Background: an optimization exercise with open tools, aiming at small area, a short achievable clock period and few clock cycles. Do not read the settings as production practice. Only simulation tests tie the RTL to the original design; equivalence was not proved. Power is estimated from default activity; no workload was simulated.

==> inputs of trial 8 <==
==> flow/design.v <==
module mul8cs(input [7:0] a, input [7:0] b, output [15:0] s, output [15:0] c);
    wire t1 = (a[0] & b[6]) ^ (a[1] & b[5]);
    wire t2 = (a[0] & b[6]) & (a[1] & b[5]);
    wire t3 = (a[0] & b[7]) ^ (a[1] & b[6]) ^ (a[2] & b[5]);
    wire t4 = ((a[0] & b[7]) & (a[1] & b[6])) | ((a[2] & b[5]) & ((a[0] & b[7]) ^ (a[1] & b[6])));
    wire t5 = (a[3] & b[4]) ^ (a[4] & b[3]);
    wire t6 = (a[3] & b[4]) & (a[4] & b[3]);
    wire t7 = (a[1] & b[7]) ^ (a[2] & b[6]) ^ (a[3] & b[5]);
    wire t8 = ((a[1] & b[7]) & (a[2] & b[6])) | ((a[3] & b[5]) & ((a[1] & b[7]) ^ (a[2] & b[6])));
    wire t9 = (a[4] & b[4]) ^ (a[5] & b[3]);
    wire t10 = (a[4] & b[4]) & (a[5] & b[3]);
    wire t11 = (a[2] & b[7]) ^ (a[3] & b[6]) ^ (a[4] & b[5]);
    wire t12 = ((a[2] & b[7]) & (a[3] & b[6])) | ((a[4] & b[5]) & ((a[2] & b[7]) ^ (a[3] & b[6])));
    wire t13 = (a[0] & b[4]) ^ (a[1] & b[3]);
    wire t14 = (a[0] & b[4]) & (a[1] & b[3]);
    wire t15 = (a[0] & b[5]) ^ (a[1] & b[4]) ^ (a[2] & b[3]);
    wire t16 = ((a[0] & b[5]) & (a[1] & b[4])) | ((a[2] & b[3]) & ((a[0] & b[5]) ^ (a[1] & b[4])));
    wire t17 = (a[3] & b[2]) ^ (a[4] & b[1]);
    wire t18 = (a[3] & b[2]) & (a[4] & b[1]);
    wire t19 = (a[2] & b[4]) ^ (a[3] & b[3]) ^ (a[4] & b[2]);
    wire t20 = ((a[2] & b[4]) & (a[3] & b[3])) | ((a[4] & b[2]) & ((a[2] & b[4]) ^ (a[3] & b[3])));
    wire t21 = (a[5] & b[1]) ^ (a[6] & b[0]) ^ t1;
    wire t22 = ((a[5] & b[1]) & (a[6] & b[0])) | (t1 & ((a[5] & b[1]) ^ (a[6] & b[0])));
    wire t23 = (a[5] & b[2]) ^ (a[6] & b[1]) ^ (a[7] & b[0]);
    wire t24 = ((a[5] & b[2]) & (a[6] & b[1])) | ((a[7] & b[0]) & ((a[5] & b[2]) ^ (a[6] & b[1])));
    wire t25 = t3 ^ t5 ^ t2;
    wire t26 = (t3 & t5) | (t2 & (t3 ^ t5));
    wire t27 = (a[6] & b[2]) ^ (a[7] & b[1]) ^ t7;
    wire t28 = ((a[6] & b[2]) & (a[7] & b[1])) | (t7 & ((a[6] & b[2]) ^ (a[7] & b[1])));
    wire t29 = t9 ^ t4 ^ t6;
    wire t30 = (t9 & t4) | (t6 & (t9 ^ t4));
    wire t31 = (a[5] & b[4]) ^ (a[6] & b[3]) ^ (a[7] & b[2]);
    wire t32 = ((a[5] & b[4]) & (a[6] & b[3])) | ((a[7] & b[2]) & ((a[5] & b[4]) ^ (a[6] & b[3])));
    wire t33 = t11 ^ t8 ^ t10;
    wire t34 = (t11 & t8) | (t10 & (t11 ^ t8));
    wire t35 = (a[3] & b[7]) ^ (a[4] & b[6]) ^ (a[5] & b[5]);
    wire t36 = ((a[3] & b[7]) & (a[4] & b[6])) | ((a[5] & b[5]) & ((a[3] & b[7]) ^ (a[4] & b[6])));
    wire t37 = (a[6] & b[4]) ^ (a[7] & b[3]) ^ t12;
    wire t38 = ((a[6] & b[4]) & (a[7] & b[3])) | (t12 & ((a[6] & b[4]) ^ (a[7] & b[3])));
    wire t39 = (a[4] & b[7]) ^ (a[5] & b[6]) ^ (a[6] & b[5]);
    wire t40 = ((a[4] & b[7]) & (a[5] & b[6])) | ((a[6] & b[5]) & ((a[4] & b[7]) ^ (a[5] & b[6])));
    wire t41 = (a[0] & b[3]) ^ (a[1] & b[2]);
    wire t42 = (a[0] & b[3]) & (a[1] & b[2]);
    wire t43 = (a[2] & b[2]) ^ (a[3] & b[1]) ^ (a[4] & b[0]);
    wire t44 = ((a[2] & b[2]) & (a[3] & b[1])) | ((a[4] & b[0]) & ((a[2] & b[2]) ^ (a[3] & b[1])));
    wire t45 = (a[5] & b[0]) ^ t15 ^ t17;
    wire t46 = ((a[5] & b[0]) & t15) | (t17 & ((a[5] & b[0]) ^ t15));
    wire t47 = t19 ^ t21 ^ t16;
    wire t48 = (t19 & t21) | (t16 & (t19 ^ t21));
    wire t49 = t23 ^ t25 ^ t20;
    wire t50 = (t23 & t25) | (t20 & (t23 ^ t25));
    wire t51 = t27 ^ t29 ^ t24;
    wire t52 = (t27 & t29) | (t24 & (t27 ^ t29));
    wire t53 = t31 ^ t33 ^ t28;
    wire t54 = (t31 & t33) | (t28 & (t31 ^ t33));
    wire t55 = t35 ^ t37 ^ t32;
    wire t56 = (t35 & t37) | (t32 & (t35 ^ t37));
    wire t57 = (a[7] & b[4]) ^ t39 ^ t36;
    wire t58 = ((a[7] & b[4]) & t39) | (t36 & ((a[7] & b[4]) ^ t39));
    wire t59 = (a[5] & b[7]) ^ (a[6] & b[6]) ^ (a[7] & b[5]);
    wire t60 = ((a[5] & b[7]) & (a[6] & b[6])) | ((a[7] & b[5]) & ((a[5] & b[7]) ^ (a[6] & b[6])));
    wire t61 = (a[0] & b[2]) ^ (a[1] & b[1]);
    wire t62 = (a[0] & b[2]) & (a[1] & b[1]);
    wire t63 = (a[2] & b[1]) ^ (a[3] & b[0]) ^ t41;
    wire t64 = ((a[2] & b[1]) & (a[3] & b[0])) | (t41 & ((a[2] & b[1]) ^ (a[3] & b[0])));
    wire t65 = t13 ^ t43 ^ t42;
    wire t66 = (t13 & t43) | (t42 & (t13 ^ t43));
    wire t67 = t14 ^ t45 ^ t44;
    wire t68 = (t14 & t45) | (t44 & (t14 ^ t45));
    wire t69 = t18 ^ t47 ^ t46;
    wire t70 = (t18 & t47) | (t46 & (t18 ^ t47));
    wire t71 = t22 ^ t49 ^ t48;
    wire t72 = (t22 & t49) | (t48 & (t22 ^ t49));
    wire t73 = t26 ^ t51 ^ t50;
    wire t74 = (t26 & t51) | (t50 & (t26 ^ t51));
    wire t75 = t30 ^ t53 ^ t52;
    wire t76 = (t30 & t53) | (t52 & (t30 ^ t53));
    wire t77 = t34 ^ t55 ^ t54;
    wire t78 = (t34 & t55) | (t54 & (t34 ^ t55));
    wire t79 = t38 ^ t57 ^ t56;
    wire t80 = (t38 & t57) | (t56 & (t38 ^ t57));
    wire t81 = t40 ^ t59 ^ t58;
    wire t82 = (t40 & t59) | (t58 & (t40 ^ t59));
    wire t83 = (a[6] & b[7]) ^ (a[7] & b[6]) ^ t60;
    wire t84 = ((a[6] & b[7]) & (a[7] & b[6])) | (t60 & ((a[6] & b[7]) ^ (a[7] & b[6])));
    assign s[0] = (a[0] & b[0]);
    assign c[0] = 1'b0;
    assign s[1] = (a[0] & b[1]);
    assign c[1] = (a[1] & b[0]);
    assign s[2] = (a[2] & b[0]);
    assign c[2] = t61;
    assign s[3] = t63;
    assign c[3] = t62;
    assign s[4] = t65;
    assign c[4] = t64;
    assign s[5] = t67;
    assign c[5] = t66;
    assign s[6] = t69;
    assign c[6] = t68;
    assign s[7] = t71;
    assign c[7] = t70;
    assign s[8] = t73;
    assign c[8] = t72;
    assign s[9] = t75;
    assign c[9] = t74;
    assign s[10] = t77;
    assign c[10] = t76;
    assign s[11] = t79;
    assign c[11] = t78;
    assign s[12] = t81;
    assign c[12] = t80;
    assign s[13] = t83;
    assign c[13] = t82;
    assign s[14] = (a[7] & b[7]);
    assign c[14] = t84;
    assign s[15] = 1'b0;
    assign c[15] = 1'b0;
endmodule
`timescale 1ns / 1ps
module convolution(
    input clk,
    input rst,
    input [7:0] pix,            
    input [71:0] kernel,
    input [1:0] ph,             
    output [19:0] sum
    );
    reg [7:0] px;
    reg [7:0] w0, w1, w2;
    always @(posedge clk) begin
        px <= pix;
        case (ph)
            2'd1: begin w0 <= kernel[7:0];   w1 <= kernel[15:8];  w2 <= kernel[23:16]; end
            2'd2: begin w0 <= kernel[31:24]; w1 <= kernel[39:32]; w2 <= kernel[47:40]; end
            default: begin w0 <= kernel[55:48]; w1 <= kernel[63:56]; w2 <= kernel[71:64]; end
        endcase
    end
    wire [15:0] ps0, pc0, ps1, pc1, ps2, pc2;
    mul8cs m0(.a(px), .b(w0), .s(ps0), .c(pc0));
    mul8cs m1(.a(px), .b(w1), .s(ps1), .c(pc1));
    mul8cs m2(.a(px), .b(w2), .s(ps2), .c(pc2));
    reg [15:0] qs0, qc0, qs1, qc1, qs2, qc2;
    always @(posedge clk) begin
        qs0 <= ps0; qc0 <= pc0;
        qs1 <= ps1; qc1 <= pc1;
        qs2 <= ps2; qc2 <= pc2;
    end
    reg first0, first1, first2;
    always @(posedge clk) begin
        first0 <= (ph == 2'd2);
        first1 <= ph[1];
        first2 <= (ph == 2'd2) & ~rst;
    end
    reg [17:0] s0;
    reg [18:0] s1;
    reg [19:0] s2;
    always @(posedge clk) begin
        s0 <= (first0 ? 18'd0 : s0) + qs0 + qc0;
        s1 <= (first1 ? {1'b0, s0} : s1) + qs1 + qc1;
        s2 <= (first2 ? {1'b0, s1} : s2) + qs2 + qc2;
    end
    assign sum = s2;
endmodule
`timescale 1ns / 1ps
module controller_fsm(
    input clk,
    input rst,
    input start,
    output reg rd,
    output reg [14:0] addr,
    output reg [1:0] ph,
    output reg result_valid,
    output reg done
    );
    reg [7:0] k;
    reg busy;                   
    wire last_rd = (addr == 15'd16899);
    wire k_end = (k == 8'd127);  
    wire out = busy && (ph == 2'd2) && !k[7];
    always @(posedge clk) begin
        if (rst) begin
            rd <= 1'b0;
            busy <= 1'b0;
            done <= 1'b0;
            result_valid <= 1'b0;
        end else begin
            result_valid <= out;
            if (start) begin
                rd <= 1'b1;
                busy <= 1'b1;
                done <= 1'b0;
            end else begin
                if (last_rd) rd <= 1'b0;
                if (out && k_end && !rd) begin
                    busy <= 1'b0;
                    done <= 1'b1;
                end
            end
        end
    end
    always @(posedge clk) begin
        if (start) begin
            addr <= 15'd0;
            ph <= 2'd0;
            k <= 8'd253;
        end else begin
            ph <= (ph == 2'd2) ? 2'd0 : ph + 2'd1;
            if (ph == 2'd2) begin
                addr <= addr - 15'd259;
                k <= k_end ? 8'd254 : k + 8'd1;
            end else begin
                addr <= addr + 15'd130;
            end
        end
    end
endmodule
`timescale 1ns / 1ps
module conv2d_engine(
    input clk,
    input rst,                  
    input start,                
    input [71:0] kernel,        
    output mem_rd,              
    output [14:0] mem_addr,     
    input [7:0] mem_rdata,      
    output [23:0] result,       
    output result_valid,        
    output done                 
    );
    wire [1:0]  ph;
    wire [19:0] sum;
    controller_fsm ctrl(
        .clk(clk), .rst(rst), .start(start),
        .rd(mem_rd), .addr(mem_addr), .ph(ph),
        .result_valid(result_valid), .done(done)
    );
    convolution conv(
        .clk(clk), .rst(rst), .pix(mem_rdata), .kernel(kernel), .ph(ph), .sum(sum)
    );
    assign result = {4'd0, sum};
endmodule
==> flow/flow/run.sh <==
#!/bin/bash
# The standard layout (the standard.sh, standard synthesis unchanged), with
# the ORFS settings listed in flow/vars.txt added to its make command line:
# repair_timing aims at a setup slack margin; the clock period and the
# constraints are unchanged.
set -euo pipefail
mapfile -t VARS < <(grep -v '^#' flow/vars.txt | grep .)
bash standard.sh "${VARS[@]}" finish > flow_make.log 2>&1
==> flow/flow/vars.txt <==
SETUP_SLACK_MARGIN=7.7
BUFFER_PORTS_ARGS=-buffer_cell sky130_fd_sc_hd__buf_1
CTS_BUF_LIST=sky130_fd_sc_hd__clkbuf_16
CTS_CLUSTER_SIZE=30
CTS_CLUSTER_DIAMETER=80
CORE_UTILIZATION=70
==> flow/standard.sh <==
#!/bin/bash
# synth_recipe.tcl (not shown) runs the flow's synth.tcl, then flattens the netlist and writes it again
# the make line also repeats each setting of config.mk as NAME=value (left out here)
make -C /OpenROAD-flow-scripts/flow DESIGN_CONFIG=/design/flow/config.mk WORK_HOME=/design/flow/orfs CLKGATE_MAP_FILE= SYNTH_SCRIPT=/design/flow/synth_recipe.tcl "${@:-finish}"
==> flow/config.mk <==
export PLATFORM = sky130hd
export DESIGN_NAME = conv2d_engine
export DESIGN_NICKNAME = conv2d_engine
export VERILOG_FILES = /design/flow/design.v
export SDC_FILE = /design/flow/constraint.sdc
export NUM_CORES = 4
export LEC_CHECK = 0
export CAP_MARGIN = 20
export CORE_MARGIN = 2
export CORE_UTILIZATION = 40
export SLEW_MARGIN = 20
==> flow/constraint.sdc <==
create_clock -name core_clock -period 11.0 [get_ports {clk}]
set_input_delay 2.2000 -clock core_clock [delete_from_list [all_inputs] [get_ports {clk}]]
set_output_delay 2.2000 -clock core_clock [all_outputs]
set_load 0.01 [all_outputs]
==> build 22 (differences from trial 8) <==
--- a/flow/design.v
+++ b/flow/design.v
@@ -119,7 +119,6 @@
 `timescale 1ns / 1ps
 module convolution(
     input clk,
-    input rst,
     input [7:0] pix,            
     input [71:0] kernel,
     input [1:0] ph,             
@@ -145,19 +144,15 @@
         qs1 <= ps1; qc1 <= pc1;
         qs2 <= ps2; qc2 <= pc2;
     end
-    reg first0, first1, first2;
-    always @(posedge clk) begin
-        first0 <= (ph == 2'd2);
-        first1 <= ph[1];
-        first2 <= (ph == 2'd2) & ~rst;
-    end
+    reg first;
+    always @(posedge clk) first <= (ph == 2'd2);
     reg [17:0] s0;
     reg [18:0] s1;
     reg [19:0] s2;
     always @(posedge clk) begin
-        s0 <= (first0 ? 18'd0 : s0) + qs0 + qc0;
-        s1 <= (first1 ? {1'b0, s0} : s1) + qs1 + qc1;
-        s2 <= (first2 ? {1'b0, s1} : s2) + qs2 + qc2;
+        s0 <= (first ? 18'd0 : s0) + qs0 + qc0;
+        s1 <= (first ? {1'b0, s0} : s1) + qs1 + qc1;
+        s2 <= (first ? {1'b0, s1} : s2) + qs2 + qc2;
     end
     assign sum = s2;
 endmodule
@@ -235,7 +230,7 @@
         .result_valid(result_valid), .done(done)
     );
     convolution conv(
-        .clk(clk), .rst(rst), .pix(mem_rdata), .kernel(kernel), .ph(ph), .sum(sum)
+        .clk(clk), .pix(mem_rdata), .kernel(kernel), .ph(ph), .sum(sum)
     );
     assign result = {4'd0, sum};
 endmodule
==> flow/flow/run.sh (replaced) <==
#!/bin/bash
# Standard layout, with repair_timing aiming at setup slack >= MARGIN ns
# (the clock period and constraints are unchanged).
set -euo pipefail
MARGIN=$(cat flow/margin.txt)
bash standard.sh SETUP_SLACK_MARGIN=$MARGIN finish > flow_make.log 2>&1
==> flow/flow/margin.txt (new file) <==
7.3
removed: flow/flow/vars.txt
==> flow_metrics.tcl <==
set metrics [dict create \
    status "complete, no violations" \
    fin_ws_ns 7.35 \
    utilization 0.486 \
    syn_to_final_growth_pct 20.1 \
    met1_length_um 14500 \
    whs_ns 0.445 \
    synth-simple-area-share 0.157 \
    path_clk_slew_ns 0.06 \
    grt_pass1_wl_um 48600 \
    wl_met3_um 1570 \
    powerDensity_nw_per_um2 339 \
    coreArea_um2 32400 \
]
The numbers above come from build 22.

==> flow_metrics.tcl <==
set metrics [dict create \
    grt.busiest_layer "met2" \
    utilization 0.786 \
    synth_top_family_by_area "adder cells" \
    maxCapViolations 0 \
    syn_to_final_growth_pct 11.1 \
    multiInputGateArea_um2 8410 \
    powerDensity_nw_per_um2 362 \
    startpoint_type "register" \
    coreArea_um2 18600 \
    whs_ns 0.418 \
    fin_ws_ns 7.74 \
    via_count 9376 \
    status "complete, no violations" \
    path_clk_slew_ns 0.11 \
    wl_met3_um 1430 \
    initial_core_util 0.707 \
    cp_max_fo 4 \
    grt_pass1_wl_um 46700 \
]
The numbers above come from trial 8.

Testbench counts of trial 8, summed over its fixed seeds: cycles 399,392.
Testbench counts of build 22, summed over its fixed seeds: cycles 399,392.

* * *

==> tundra <==
Starts from the design.v that is shown in full above.
clock: 11.0 ns
lec_check: 0
cap_margin: 20
core_margin: 2
core_utilization: 40
slew_margin: 20
standard.sh (not shown) runs the stock make flow with config.mk's settings and CLKGATE_MAP_FILE= SYNTH_SCRIPT=/design/flow/synth_recipe.tcl, a recipe that flattens the netlist after the stock synthesis.
==> flow/flow/run.sh <==
#!/bin/bash
# The standard layout (the standard.sh, standard synthesis unchanged), with
# the ORFS settings listed in flow/vars.txt added to its make command line:
# repair_timing aims at a setup slack margin; the clock period and the
# constraints are unchanged.
set -euo pipefail
mapfile -t VARS < <(grep -v '^#' flow/vars.txt | grep .)
bash standard.sh "${VARS[@]}" finish > flow_make.log 2>&1
==> flow/flow/vars.txt <==
SETUP_SLACK_MARGIN=7.55
BUFFER_PORTS_ARGS=-buffer_cell sky130_fd_sc_hd__buf_1
CTS_BUF_LIST=sky130_fd_sc_hd__clkbuf_16
CTS_CLUSTER_SIZE=25
CTS_CLUSTER_DIAMETER=60
CORE_UTILIZATION=70
==> inputs of zinc, as changes to tundra <==
--- a/flow/design.v
+++ b/flow/design.v
@@ -121,3 +121,2 @@
     input clk,
-    input rst,
     input [7:0] pix,            
@@ -147,8 +146,4 @@
     end
-    reg first0, first1, first2;
-    always @(posedge clk) begin
-        first0 <= (ph == 2'd2);
-        first1 <= ph[1];
-        first2 <= (ph == 2'd2) & ~rst;
-    end
+    reg first;
+    always @(posedge clk) first <= (ph == 2'd2);
     reg [17:0] s0;
@@ -157,5 +152,5 @@
     always @(posedge clk) begin
-        s0 <= (first0 ? 18'd0 : s0) + qs0 + qc0;
-        s1 <= (first1 ? {1'b0, s0} : s1) + qs1 + qc1;
-        s2 <= (first2 ? {1'b0, s1} : s2) + qs2 + qc2;
+        s0 <= (first ? 18'd0 : s0) + qs0 + qc0;
+        s1 <= (first ? {1'b0, s0} : s1) + qs1 + qc1;
+        s2 <= (first ? {1'b0, s1} : s2) + qs2 + qc2;
     end
@@ -237,3 +232,3 @@
     convolution conv(
-        .clk(clk), .rst(rst), .pix(mem_rdata), .kernel(kernel), .ph(ph), .sum(sum)
+        .clk(clk), .pix(mem_rdata), .kernel(kernel), .ph(ph), .sum(sum)
     );
==> flow/flow/vars.txt (replaced) <==
SETUP_SLACK_MARGIN=7.6
CTS_BUF_LIST=sky130_fd_sc_hd__clkbuf_8
CTS_CLUSTER_SIZE=40
==> notes <==
Against zinc, the wire length of tundra is smaller by 9.2%. Against zinc, the power of tundra is lower by about 3%. Critical path depth: zinc is lower than tundra (10). Of tundra and zinc, tundra has the higher global-route usage (gap 10 points). Between zinc and tundra, the lower synthesized cell count is in zinc (gap 0.46%, measured against tundra). Of zinc and tundra, tundra has the higher core utilization (gap 29 points).
Testbench counts of tundra, summed over its fixed seeds: cycles 399,392.
Testbench counts of zinc, summed over its fixed seeds: cycles 399,392.

static timing again, ports no longer ideal:
How much do the figures lean on ideal ports? The routed layouts below were timed once more, with nothing changed but the port constraints.
Step 1 sets driving cells, clkbuf_16 on the clock port and buf_2 on the other inputs (assumed; they add their load-dependent delay and slew).
Step 2 also shifts input and output timing later by t, the mid clock arrival at the registers, as if the neighbouring blocks saw the same clock.
Three values: ideal ports, drivers, drivers and shift; two values: the first two.
run | t (ns) | setup slack, ns | hold WS [ns] | slew at the worst register clock pin (ns) | pins driven straight from the clock port
trial 8 | 0.524 | 7.740 / 7.693 / 7.751 | 0.418 / 0.418 / 0.418 | 0.11 / 0.11 | 1
build 22 | 0.565 | 7.349 / 7.298 / 7.072 | 0.445 / 0.445 / 0.445 | 0.06 / 0.06 | 1
tundra | 0.530 | 7.616 / 7.578 / 7.616 | 0.406 / 0.406 / 0.406 | 0.08 / 0.08 | 1
zinc | 0.572 | 7.650 / 7.603 / 7.636 | 0.446 / 0.446 / 0.446 | 0.06 / 0.06 | 1
After both steps every run listed still meets setup and hold. The setup slack of build 22, which loses most, moves by -0.051 ns with the drivers and by -0.277 ns with both steps.
